Source: an optimization exercise on an open RTL-to-GDS flow (aim: small area). Production flows keep margins and buffers that such runs may drop.
In this exercise RTL edits were held to simulation tests only and were not proved equivalent to the original.
Power is estimated from default activity; no workload was simulated.

==> flow/design.v, too long to show whole: its modules and the start of the top module <==
// module tt_um_htfab_caterpillar: 3953 lines
module tt_um_htfab_caterpillar(ui_in, uo_out, uio_in, uio_out, uio_oe, ena, clk, rst_n);
  // ...
==> flow/run.sh <==
#!/bin/bash
# synth_recipe.tcl (not shown) runs the flow's synth.tcl, then flattens the netlist and writes it again
# the make line also repeats each setting of config.mk as NAME=value (left out here)
make -C /OpenROAD-flow-scripts/flow DESIGN_CONFIG=/design/flow/config.mk WORK_HOME=/design/flow/orfs CLKGATE_MAP_FILE= SYNTH_SCRIPT=/design/flow/synth_recipe.tcl finish
==> flow/config.mk <==
export PLATFORM = sky130hd
export DESIGN_NAME = tt_um_htfab_caterpillar
export DESIGN_NICKNAME = tt_um_htfab_caterpillar
export VERILOG_FILES = /design/flow/design.v
export SDC_FILE = /design/flow/constraint.sdc
export NUM_CORES = 4
export LEC_CHECK = 0
export ABC_AREA = 1
export CAP_MARGIN = 20
export CORE_MARGIN = 2
export CORE_UTILIZATION = 40
export CTS_BUF_LIST = sky130_fd_sc_hd__clkbuf_4 sky130_fd_sc_hd__clkbuf_8
export SLEW_MARGIN = 20
==> flow/constraint.sdc <==
create_clock -name core_clock -period 15.0 [get_ports {clk}]
set_input_delay 3.0000 -clock core_clock [delete_from_list [all_inputs] [get_ports {clk}]]
set_output_delay 3.0000 -clock core_clock [all_outputs]
set_load 0.01 [all_outputs]
==> results.txt, run 1 <==
- Status: complete, no violations
- P_leak: about 5.5 nW
- Crit path max-delay family: buffers and inverters
- CTS tree: yes
- Final Hold Viols: 0
- Power Total: just under 0.001 W
- Post-synthesis simple-gate area fraction: 30.2%
- Detail Placement HPWL: around 26 mm
- Worst R2R Start: fsm_seqv[6]
- Inst Count DP: about 2,000
- Max FFs per register: 21
- Die height: around 170 um
- Routed vias/inst: 5.43
- WL met1: about 15 mm
- Seq/total area: 31.8%
- Clock buffer count: 18
- Syn Inst Count: 1,683
- Worst Setup SP: ui_in[4]
- Top Layer Used: met4
- Met2 GRT Util: between 30% and 40%
- Most common cell on crit path: clkdlybuf4s50_1
- Headroom to the max-slew limit: 44.3%
- Worst-Margin Slew: 0.825 ns
- Grt ovf: 0
- Top reg by flops: lfsr
- Final Setup Violations: 0
- Peak Freq: approximately 130 MHz
- Fraction of synthesized area in multiplexers: 0%
- Post-CTS Resized: 0
- FFs w/ async S/R, synth: 0%
- Clk power: around 0.00034 W
- Post-synthesis register bit count: between 150 and 200
- Logic pwr share: between 10 and 15%
- Min Clock Period, post-route: roughly 7.6 ns
- Critical Path End: uo_out[6]
- Multi-input gate count: approximately 1,200
- Count leader, synth: nand2_1
- WHS Path Cells: 1
==> run 2: changes to the inputs <==
--- a/flow/config.mk
+++ b/flow/config.mk
@@ -9,5 +9,4 @@
 export CAP_MARGIN = 20
 export CORE_MARGIN = 2
 export CORE_UTILIZATION = 40
-export CTS_BUF_LIST = sky130_fd_sc_hd__clkbuf_4 sky130_fd_sc_hd__clkbuf_8
 export SLEW_MARGIN = 20
==> results.txt, run 2 <==
- Status: complete, no violations
- Sequential area share after synthesis: 34.2%
- Main synth FF type: dfxtp_1
- Setup TNS: 0 ns
- I/O pins: 43
- Grt ovf: 0 (unchanged)
- Post-CTS Setup Repair Bufs: 0
- WHS Path Cells: 1 (unchanged)
- Max Clock Skew: about 0.013 ns
- Syn Inst Count: 1,683 (unchanged)
- Die Wd: 174 um
- FFs w/ async S/R, synth: 0% (unchanged)
- Antenna violations before repair: 0
- Critical path arrival: roughly 4.6 ns
- Final Setup Violations: 0 (unchanged)
- Worst hold path class: flop to flop
- Pwr per Cell Area: between 80 and 90 mW/mm^2
- Hold worst-path end: lfsr[8]
- Worst-Margin Slew: 0.904 ns (+0.0787 ns)
- # Max-Cap Violations: 0
- First-pass GRT wire length: about 55 mm
- Reg2reg end: counter[6]
- Routed vias: roughly 11,000
- Peak Freq: 132 MHz (unchanged)
- Placer Congestion: between 0.9 and 1
- Reg2Reg Setup Slack: just under 9 ns
- Largest net degree at the start of global routing: between 40 and 50
- Max VDD drop: 65.8 uV
- Syn Std Cell Area: about 0.012 mm^2
- Area of the core: 0.0285 mm^2
- Final Max Slew Viols: 0
- Clock slew at reported path FFs: ~0.08 ns
- P_leak: 5.58 nW (+1.6%)
- Min Clock Period, post-route: 7.60 ns (unchanged)
- WP data required: 12.00 ns
- Regs by FF count: lfsr: 21 flops, fsm_seqv: 14 flops, state: 14 flops
- Crit-path max FO: 9
- Die area: between 0.03 and 0.04 mm^2
- Area leader, netlist: dfxtp_1
- RSZ-0062 raised after global routing: false
- Post-CTS Resized: 0 (unchanged)
- Detail Placement HPWL: 25.6 mm (unchanged)
- Synth Warn #: 1
- Post-synth cell types: 63
- Layout cells sized above 1: just over 7%
- Initial Util: 40.5%
- Most common cell after layout, fill and taps aside: nand2_1
- GRT Util Overall: 22.4%
- Die height: 174 um (unchanged)
- Vias in the first global route: roughly 11,000
- First drt pass iteration count: 6
- Nets: around 1,700
- Hold Startpoint: lfsr[5]
- Count leader, synth: nand2_1
- Area Growth Syn to Fin: 9.16%
- PortBufs: 20
- Worst skew pair latency: between 0.4 and 0.5 ns
- Startpoint type of the worst setup path: primary input
- DRT antenna net count: 0
- Routed vias/inst: 5.43 (unchanged)
- Post-synthesis register bit count: 177 (unchanged)
- Post-synth top cells: nand2_1, inv_1, nor2_1, dfxtp_1, o21ai_0
- CTS tree: yes
- Yosys top cell area share: 23.5%
- Reg2Reg Depth: 34
- Synth top area cells: dfxtp_1, edfxtp_1, nand2_1
- Final period util: 50.7%
- Hold slack: 0.409 ns
- Final WL: between 30 and 40 mm
- Final Hold Viols: 0 (unchanged)
- Syn avg cell area: 6.87 um^2
- Num CTS Buffers: 17
- Inserted Diodes: 0
- DRT iter0 DRCs: approximately 1,100
- Hold_buf cts: 0
- Max FFs per register: 21 (unchanged)
- Worst R2R Start: fsm_seqv[6]
- Root buffer cell: clkbuf_16
- DRC viols: 0
- Setup crit end kind: primary output
- Row count: 62
- Top reg by flops: lfsr
- CP Class: primary input to primary output
- Post-synth EDFFs: 41
- Sink Count: roughly 180
- Wirelength per Cell: roughly 16 um
- Most frequent cells in the layout: nand2_1, inv_1, nor2_1
- CTS H-Tree Depth: 4
- Headroom to the max-slew limit: 39.0% (-5.3 points)
- Clk buf depth: 2
run 2: metal layers:
metal | up-vias | track usage [%] | wire length, um | part of all wire, %
met5 | - | 0 | 0 | 0
met4 | 0 | 7.98 | 954 | 2.8
met3 | 73 | 3.54 | 2520 | 7.5
met2 | 463 | 35.6 | 14900 | 44
met1 | 5160 | 30.7 | 15200 | 45
li1 | 5588 | - | - | -
run 2: cell families (layout without fill, tap and decap cells):
logic type               Yosys count  count (layout)  share of synthesized area, %
AND/OR/NAND/NOR                  775             775                          30.2
flip-flops                       177             177                          34.2
AO/OA/AOI/OAI                    336             336                          17.3
buffers and inverters            320             324                          11.3
adder cells (fa/ha/maj)           39              39                          4.35
other                              2              10                        0.0650
XOR/XNOR                          34              34                          2.64
run 2: cell type report:
type | instances | area (um^2)
multi-input cells | 1194 | 6330
flip-flops and latches | 177 | 3950
fillers | 2979 | 15900
clock inverters | 14 | 163
clock buffers | 18 | 439
repair buffers | 23 | 223
well taps | 384 | 480
inverters | 269 | 1030
run 2: worst max path at each step:
| stage | startpoint | endpoint | slack, ns |
|---|---|---|---|
| after detailed placement | ui_in[4] | uo_out[6] | 7.37 |
| after CTS | ui_in[4] | uo_out[6] | 7.36 |
| final | ui_in[4] | uo_out[6] | 7.40 |
| after floorplan | ui_in[4] | uo_out[6] | 8.18 |
| after global routing | ui_in[4] | uo_out[6] | 7.28 |
| after global placement | ui_in[4] | uo_out[6] | 7.37 |
run 2: report_power, final:
part	switching, W	internal [W]	total, W
combinational	0.0000809	0.0000460	0.000127
clock	0.000209	0.000243	0.000452
sequential	0.0000209	0.000506	0.000527
run 2: through the flow:
step | area, um^2 | utilization (%) | power, W | worst slack [ns] | cells
5_1_grt | 12600 | 44.2 | 0.00116 | 7.28 | 2079
4_1_cts | 12600 | 44.2 | 0.00112 | 7.36 | 2079
3_3_place_gp | 12000 | 42.1 | 0.000666 | 7.37 | 2047
2_1_floorplan | 11600 | - | 0.000629 | 8.18 | 1691
6_report | 12600 | 44.2 | 0.00111 | 7.40 | 2079
3_5_place_dp | 12000 | 42.1 | 0.000664 | 7.37 | 2047
run 2: worst max-delay path: stages:
cell	delay, ns
clkdlybuf4s50_1	0.75
xor2_1	0.15
a21oi_1	0.15
clkdlybuf4s50_1	0.54
==> run 3: changes to the inputs <==
--- a/flow/config.mk
+++ b/flow/config.mk
@@ -9,4 +9,5 @@
 export CAP_MARGIN = 20
 export CORE_MARGIN = 2
 export CORE_UTILIZATION = 40
+export CTS_BUF_LIST = sky130_fd_sc_hd__clkbuf_8
 export SLEW_MARGIN = 20
==> results.txt, run 3 <==
- Final period util: 50.7% (unchanged)
- Setup crit end kind: primary output
- Synth Warn #: 1 (unchanged)
- Area leader, netlist: dfxtp_1
- Layout cells sized above 1: 7.20% (unchanged)
- Crit path max-delay family: buffers and inverters
- DRT antenna net count: 0 (unchanged)
- Detail Placement HPWL: 25.6 mm (unchanged)
- Crit-path max FO: 9 (unchanged)
- Routed vias: 11,300 (unchanged)
- Grt ovf: 0 (unchanged)
- Most common cell on crit path: clkdlybuf4s50_1
- Post-synth top cells: nand2_1, inv_1, nor2_1, dfxtp_1, o21ai_0
- Headroom to the max-slew limit: 44.3% (+5.3 points)
- Inserted Diodes: 0 (unchanged)
- Wirelength per Cell: 16.1 um (-0.29%)
- Most frequent cells in the layout: nand2_1, inv_1, nor2_1
- Max incr delay on CP: 0.75 ns (about the same)
- DRT iter0 DRCs: 1,111 (-0.71%)
- Post-synthesis register bit count: 177 (unchanged)
- Final Max Slew Viols: 0 (unchanged)
- Largest net degree at the start of global routing: 48 (unchanged)
- Routed vias/inst: 5.43 (unchanged)
- Worst hold path class: flop to flop
- Peak Freq: 132 MHz (unchanged)
- GRT Util Overall: 22.4% (-0.028 points)
- Main synth FF type: dfxtp_1
- Post-synth EDFFs: 41 (unchanged)
- Post-CTS Resized: 0 (unchanged)
- Worst R2R Start: fsm_seqv[6]
- Top reg by flops: lfsr
- Sequential area share after synthesis: 34.2% (unchanged)
- Clock slew at reported path FFs: 0.10 ns (+0.02 ns)
- Vias in the first global route: 10,500 (-0.30%)
- First-pass GRT wire length: 54.5 mm (-0.41%)
- First drt pass iteration count: 6 (unchanged)
- Area Growth Syn to Fin: 7.50%
- Max VDD drop: 59.2 uV (-10%)
- WP data required: 12.00 ns (about the same)
- Sink Count: 177 (unchanged)
- Final Setup Violations: 0 (unchanged)
- Nets: 1,740 (unchanged)
- Die height: 174 um (unchanged)
- CTS H-Tree Depth: 4 (unchanged)
- Syn Std Cell Area: 0.0116 mm^2 (unchanged)
- Initial Util: 40.5% (unchanged)
- Max Clock Skew: 0.0223 ns (+0.00969 ns)
- # Max-Cap Violations: 0 (unchanged)
- Die area: 0.0303 mm^2 (unchanged)
- RSZ-0062 raised after global routing: false
- Pwr per Cell Area: 80.0 mW/mm^2 (-8.7%)
- Syn Inst Count: 1,683 (unchanged)
- Num CTS Buffers: 17 (unchanged)
- DRC viols: 0 (unchanged)
- Hold slack: 0.405 ns (-0.00462 ns)
- Post-synth cell types: 63 (unchanged)
- Yosys top cell area share: 23.5% (unchanged)
- Status: complete, no violations
- Startpoint type of the worst setup path: primary input
- Min Clock Period, post-route: 7.60 ns (unchanged)
- Max FFs per register: 21 (unchanged)
- Hold_buf cts: 0 (unchanged)
- Area of the core: 0.0285 mm^2 (unchanged)
- Die Wd: 174 um (unchanged)
- Worst-Margin Slew: 0.825 ns (-0.0787 ns)
- P_leak: 5.49 nW (-1.6%)
- Hold Startpoint: lfsr[5]
- CP Class: primary input to primary output
- Count leader, synth: nand2_1
- Worst skew pair latency: 0.49 ns (+0.05 ns)
- Clk buf depth: 2 (unchanged)
- CP Buf/Inv Count: 2 (unchanged)
- Root buffer cell: clkbuf_8
- Placer Congestion: 0.977 (unchanged)
- Setup TNS: 0 ns (unchanged)
- Regs by FF count: lfsr: 21 flops, fsm_seqv: 14 flops, state: 14 flops
- Final Hold Viols: 0 (unchanged)
- Post-CTS Setup Repair Bufs: 0 (unchanged)
- Critical path arrival: 4.60 ns (about the same)
- Crit path max-delay cell type: clkdlybuf4s50_1
- Worst Setup SP: ui_in[4]
- PortBufs: 20 (unchanged)
- Antenna violations before repair: 0 (unchanged)
- Synth top area cells: dfxtp_1, edfxtp_1, nand2_1
- FFs w/ async S/R, synth: 0% (unchanged)
- CTS tree: yes
- Final WL: 33.4 mm (-0.29%)
- Critical Path, Cell by Cell: clkdlybuf4s50_1, xor2_1, a21oi_1, clkdlybuf4s50_1
- Row count: 62 (unchanged)
- Syn avg cell area: 6.87 um^2 (unchanged)
- Most common cell after layout, fill and taps aside: nand2_1
- I/O pins: 43 (unchanged)
## run 3: cell counts after synthesis
Identical to the previous run, type by type.
## run 3: stage by stage
step	utilization, %	instances	setup slack [ns]	power [W]	cell area (um^2)
after floorplan	-	1691	8.18	0.000629	11600
after global placement	42.1	2047	7.37	0.000666	12000
after detailed placement	42.1	2047	7.37	0.000664	12000
after CTS	43.5	2079	7.36	0.00101	12400
after global routing	43.5	2079	7.28	0.00105	12400
final	43.5	2079	7.40	0.000995	12400
## run 3: where the power goes
part           switching, W  internal (W)  leakage, nW  total (W)
clock network      0.000196      0.000145        0.214   0.000341
registers         0.0000208      0.000506         1.49   0.000527
logic             0.0000809     0.0000460         3.79   0.000127
## run 3: area by class of cell
| cell class | count | area (um^2) |
|---|---|---|
| fillers | 3002 | 16100 |
| multi-input cells | 1194 | 6330 |
| flip-flops and latches | 177 | 3950 |
| inverters | 269 | 1030 |
| well taps | 384 | 480 |
| clock buffers | 18 | 248 |
| repair buffers | 23 | 223 |
| clock inverters | 14 | 163 |
## run 3: logic make-up (layout without fill, tap and decap cells)
group / Yosys count / count (layout) / synth area share (%)
fa+ha+maj: 39 / 39 / 4.35
other cells: 2 / 10 / 0.0650
buf+inv: 320 / 324 / 11.3
xor+xnor: 34 / 34 / 2.64
compound gates: 336 / 336 / 17.3
flops: 177 / 177 / 34.2
simple gates: 775 / 775 / 30.2
## run 3: final timing paths
check | end | slack [ns] | cells after the start
hold reg to reg | lfsr[8] | 0.40 | 1
setup / recovery | uo_out[6] | 7.40 | 4
setup reg to reg | counter[6] | 8.79 | 34
hold / removal | lfsr[8] | 0.40 | 1
## run 3: layer usage
layer  up-vias  share of wire, %  GRT usage (%)  wire (um)
met2       450                44           35.5      14800
li1       5577                 -              -          -
met4         0               3.2           8.23       1060
met3        78               7.3           3.74       2440
met5         -                 0              0          0
met1      5179                45           30.5      15200
==> run 4: changes to the inputs <==
--- a/flow/config.mk
+++ b/flow/config.mk
@@ -10,4 +10,6 @@
 export CORE_MARGIN = 2
 export CORE_UTILIZATION = 40
 export CTS_BUF_LIST = sky130_fd_sc_hd__clkbuf_8
+export CTS_CLUSTER_DIAMETER = 80
+export CTS_CLUSTER_SIZE = 24
 export SLEW_MARGIN = 20
==> results.txt, run 4 <==
- Top reg by flops: lfsr
- Final Setup Violations: 0 (unchanged)
- Worst-Margin Slew: 0.825 ns (unchanged)
- Routed vias: 11,300 (unchanged)
- DRT antenna net count: 0 (unchanged)
- Crit path max-delay cell type: clkdlybuf4s50_1
- DRC viols: 0 (unchanged)
- Status: complete, no violations
- Clk buf depth: 2 (unchanged)
- Syn Inst Count: 1,683 (unchanged)
- Post-synthesis register bit count: 177 (unchanged)
- CTS tree: yes
- Dpl ws: 7.37 ns (unchanged)
- CP Buf/Inv Count: 2 (unchanged)
- Hold worst-path end: lfsr[8]
- Initial Util: 40.5% (unchanged)
- FFs w/ async S/R, synth: 0% (unchanged)
- DRT iter0 DRCs: 1,111 (unchanged)
- Final period util: 50.7% (unchanged)
- Clock slew at reported path FFs: 0.10 ns (about the same)
- Most frequent cells in the layout: nand2_1, inv_1, nor2_1
- Nets: 1,740 (unchanged)
- First-pass GRT wire length: 54.5 mm (unchanged)
- Hold Startpoint: lfsr[5]
- Headroom to the max-slew limit: 44.3% (unchanged)
- Startpoint type of the worst setup path: primary input
- Regs by FF count: lfsr: 21 flops, fsm_seqv: 14 flops, state: 14 flops
- Die Wd: 174 um (unchanged)
- Max VDD drop: 59.2 uV (unchanged)
- Min Clock Period, post-route: 7.60 ns (unchanged)
- Hold_buf cts: 0 (unchanged)
- Final WL: 33.4 mm (unchanged)
- RSZ-0062 raised after global routing: false
- Count leader, synth: nand2_1
- Post-synth EDFFs: 41 (unchanged)
- Detail Placement HPWL: 25.6 mm (unchanged)
- Worst R2R Start: fsm_seqv[6]
- Row count: 62 (unchanged)
- Post-CTS Resized: 0 (unchanged)
- WP data required: 12.00 ns (about the same)
- Crit path max-delay family: buffers and inverters
- Reg2Reg Setup Slack: 8.79 ns (about the same)
- Die height: 174 um (unchanged)
- Critical path arrival: 4.60 ns (about the same)
- Layout cells sized above 1: 7.20% (unchanged)
- Final Max Slew Viols: 0 (unchanged)
- Max Clock Skew: 0.0223 ns (unchanged)
- Area leader, netlist: dfxtp_1
- Max FFs per register: 21 (unchanged)
- P_leak: 5.49 nW (unchanged)
- Worst hold path class: flop to flop
- Largest net degree at the start of global routing: 48 (unchanged)
- Worst skew pair latency: 0.49 ns (about the same)
- # Max-Cap Violations: 0 (unchanged)
- Synth top area cells: dfxtp_1, edfxtp_1, nand2_1
- Post-synth top cells: nand2_1, inv_1, nor2_1, dfxtp_1, o21ai_0
- Wirelength per Cell: 16.1 um (unchanged)
- Setup crit end kind: primary output
- Pwr per Cell Area: 80.0 mW/mm^2 (unchanged)
- Die area: 0.0303 mm^2 (unchanged)
- First drt pass iteration count: 6 (unchanged)
- Area Growth Syn to Fin: 7.50% (unchanged)
- I/O pins: 43 (unchanged)
- Crit-path max FO: 9 (unchanged)
- CTS H-Tree Depth: 4 (unchanged)
- Yosys top cell area share: 23.5% (unchanged)
- Most common cell after layout, fill and taps aside: nand2_1
- WHS Path Cells: 1 (unchanged)
- Synth Warn #: 1 (unchanged)
- Peak Freq: 132 MHz (unchanged)
- Root buffer cell: clkbuf_8
- Main synth FF type: dfxtp_1
- Vias in the first global route: 10,500 (unchanged)
- Area of the core: 0.0285 mm^2 (unchanged)
- Sink Count: 177 (unchanged)
- Most common cell on crit path: clkdlybuf4s50_1
- PortBufs: 20 (unchanged)
- Setup WS post-layout: 7.40 ns (unchanged)
- GRT Util Overall: 22.4% (unchanged)
- Critical Path, Cell by Cell: clkdlybuf4s50_1, xor2_1, a21oi_1, clkdlybuf4s50_1
- Num CTS Buffers: 17 (unchanged)
- Post-CTS Setup Repair Bufs: 0 (unchanged)
- Worst Setup SP: ui_in[4]
- Setup TNS: 0 ns (unchanged)
- Sequential area share after synthesis: 34.2% (unchanged)
- Reg2reg end: counter[6]
- Routed vias/inst: 5.43 (unchanged)
- Reg2Reg Depth: 34 (unchanged)
- Grt ovf: 0 (unchanged)
- Final Hold Viols: 0 (unchanged)
- Antenna violations before repair: 0 (unchanged)
- Syn Std Cell Area: 0.0116 mm^2 (unchanged)
- Placer Congestion: 0.977 (unchanged)
- # fillers: 3,002 (unchanged)
- Max incr delay on CP: 0.75 ns (about the same)
- Post-synth cell types: 63 (unchanged)
- Syn avg cell area: 6.87 um^2 (unchanged)
- CP Class: primary input to primary output
- Inserted Diodes: 0 (unchanged)
-- run 4: power breakdown --
group	switching, W	leakage [nW]	internal, W
logic	0.0000809	3.79	0.0000460
registers	0.0000208	1.49	0.000506
clock network	0.000196	0.214	0.000145
total	0.000298	5.49	0.000697
-- run 4: per-stage QoR --
step           cells  cell area [um^2]  util, %  hold slack, ns  power, W
6_report        2079             12400     43.5           0.405  0.000995
5_1_grt         2079             12400     43.5           0.421   0.00105
4_1_cts         2079             12400     43.5           0.407   0.00101
3_5_place_dp    2047             12000     42.1           0.397  0.000664
3_3_place_gp    2047             12000     42.1           0.395  0.000666
2_1_floorplan   1691             11600        -           0.393  0.000629
-- run 4: logic make-up (layout without fill, tap and decap cells) --
group | count (synthesis) | after routing | synth area share [%]
AOI/OAI and AO/OA | 336 | 336 | 17.3
xor gates and xnor gates | 34 | 34 | 2.64
adders and majority gates | 39 | 39 | 4.35
buffers and inverters | 320 | 324 | 11.3
DFF | 177 | 177 | 34.2
other | 2 | 10 | 0.0650
and+or+nand+nor | 775 | 775 | 30.2
-- run 4: worst max path at each step --
stage	to	slack, ns	cells past startpoint
after CTS	uo_out[6]	7.36	4
after floorplan	uo_out[6]	8.18	3
after global placement	uo_out[6]	7.37	4
after global routing	uo_out[6]	7.28	4
final	uo_out[6]	7.40	4
after detailed placement	uo_out[6]	7.37	4
-- run 4: cell type report --
type / count / area, um^2 / area share (%)
clock inverters: 14 / 163 / 1.31
repair buffers: 23 / 223 / 1.79
clock buffers: 18 / 248 / 1.99
flip-flops and latches: 177 / 3950 / 31.8
multi-input cells: 1194 / 6330 / 51.0
well taps: 384 / 480 / 3.87
inverters: 269 / 1030 / 8.27
-- run 4: per-layer routing --
layer  GRT usage (%)  part of all wire [%]  up-vias
met4            8.23                   3.2        0
met3            3.74                   7.3       78
met2            35.5                    44      450
li1                -                     -     5577
met5               0                     0        -
met1            30.5                    45     5179
-- run 4: worst register-to-register path, delay by kind of cell, from the launching register on --
family / cells / cell delay (ns)
compound gates: 6 / 0.76
xor+xnor: 1 / 0.14
fa+ha+maj: 5 / 1.78
buf+inv: 5 / 0.75
flops: 1 / 0.61
simple gates: 17 / 2.09

==> port drivers added, routing unchanged <==
In the flow no input, the clock included, has a driving cell. The finished layouts below were timed again as built, in two steps.
Step 1: set_driving_cell puts a clkbuf_16 on clk and a buf_2 on each other input, an assumption about the parent block.
Step 2 moves the port delays by t, midway between the first and last clock arrival at a register: inputs arrive t later, outputs are due t later. That takes back most of the time a late clock gives input paths.
Slacks: no drivers / after step 1 / after step 2; pairs: no drivers / after step 1.
| run | shift t [ns] | setup WS [ns] | worst register clock-pin slew, ns |
|---|---|---|---|
| run 1 | 0.520 | 7.401 / 7.379 / 7.379 | 0.11 / 0.11 |
| run 2 | 0.485 | 7.401 / 7.379 / 7.379 | 0.08 / 0.08 |
| run 3 | 0.520 | 7.401 / 7.379 / 7.379 | 0.11 / 0.11 |
| run 4 | 0.520 | 7.401 / 7.379 / 7.379 | 0.11 / 0.11 |
After both steps setup and hold are still met in every run listed.
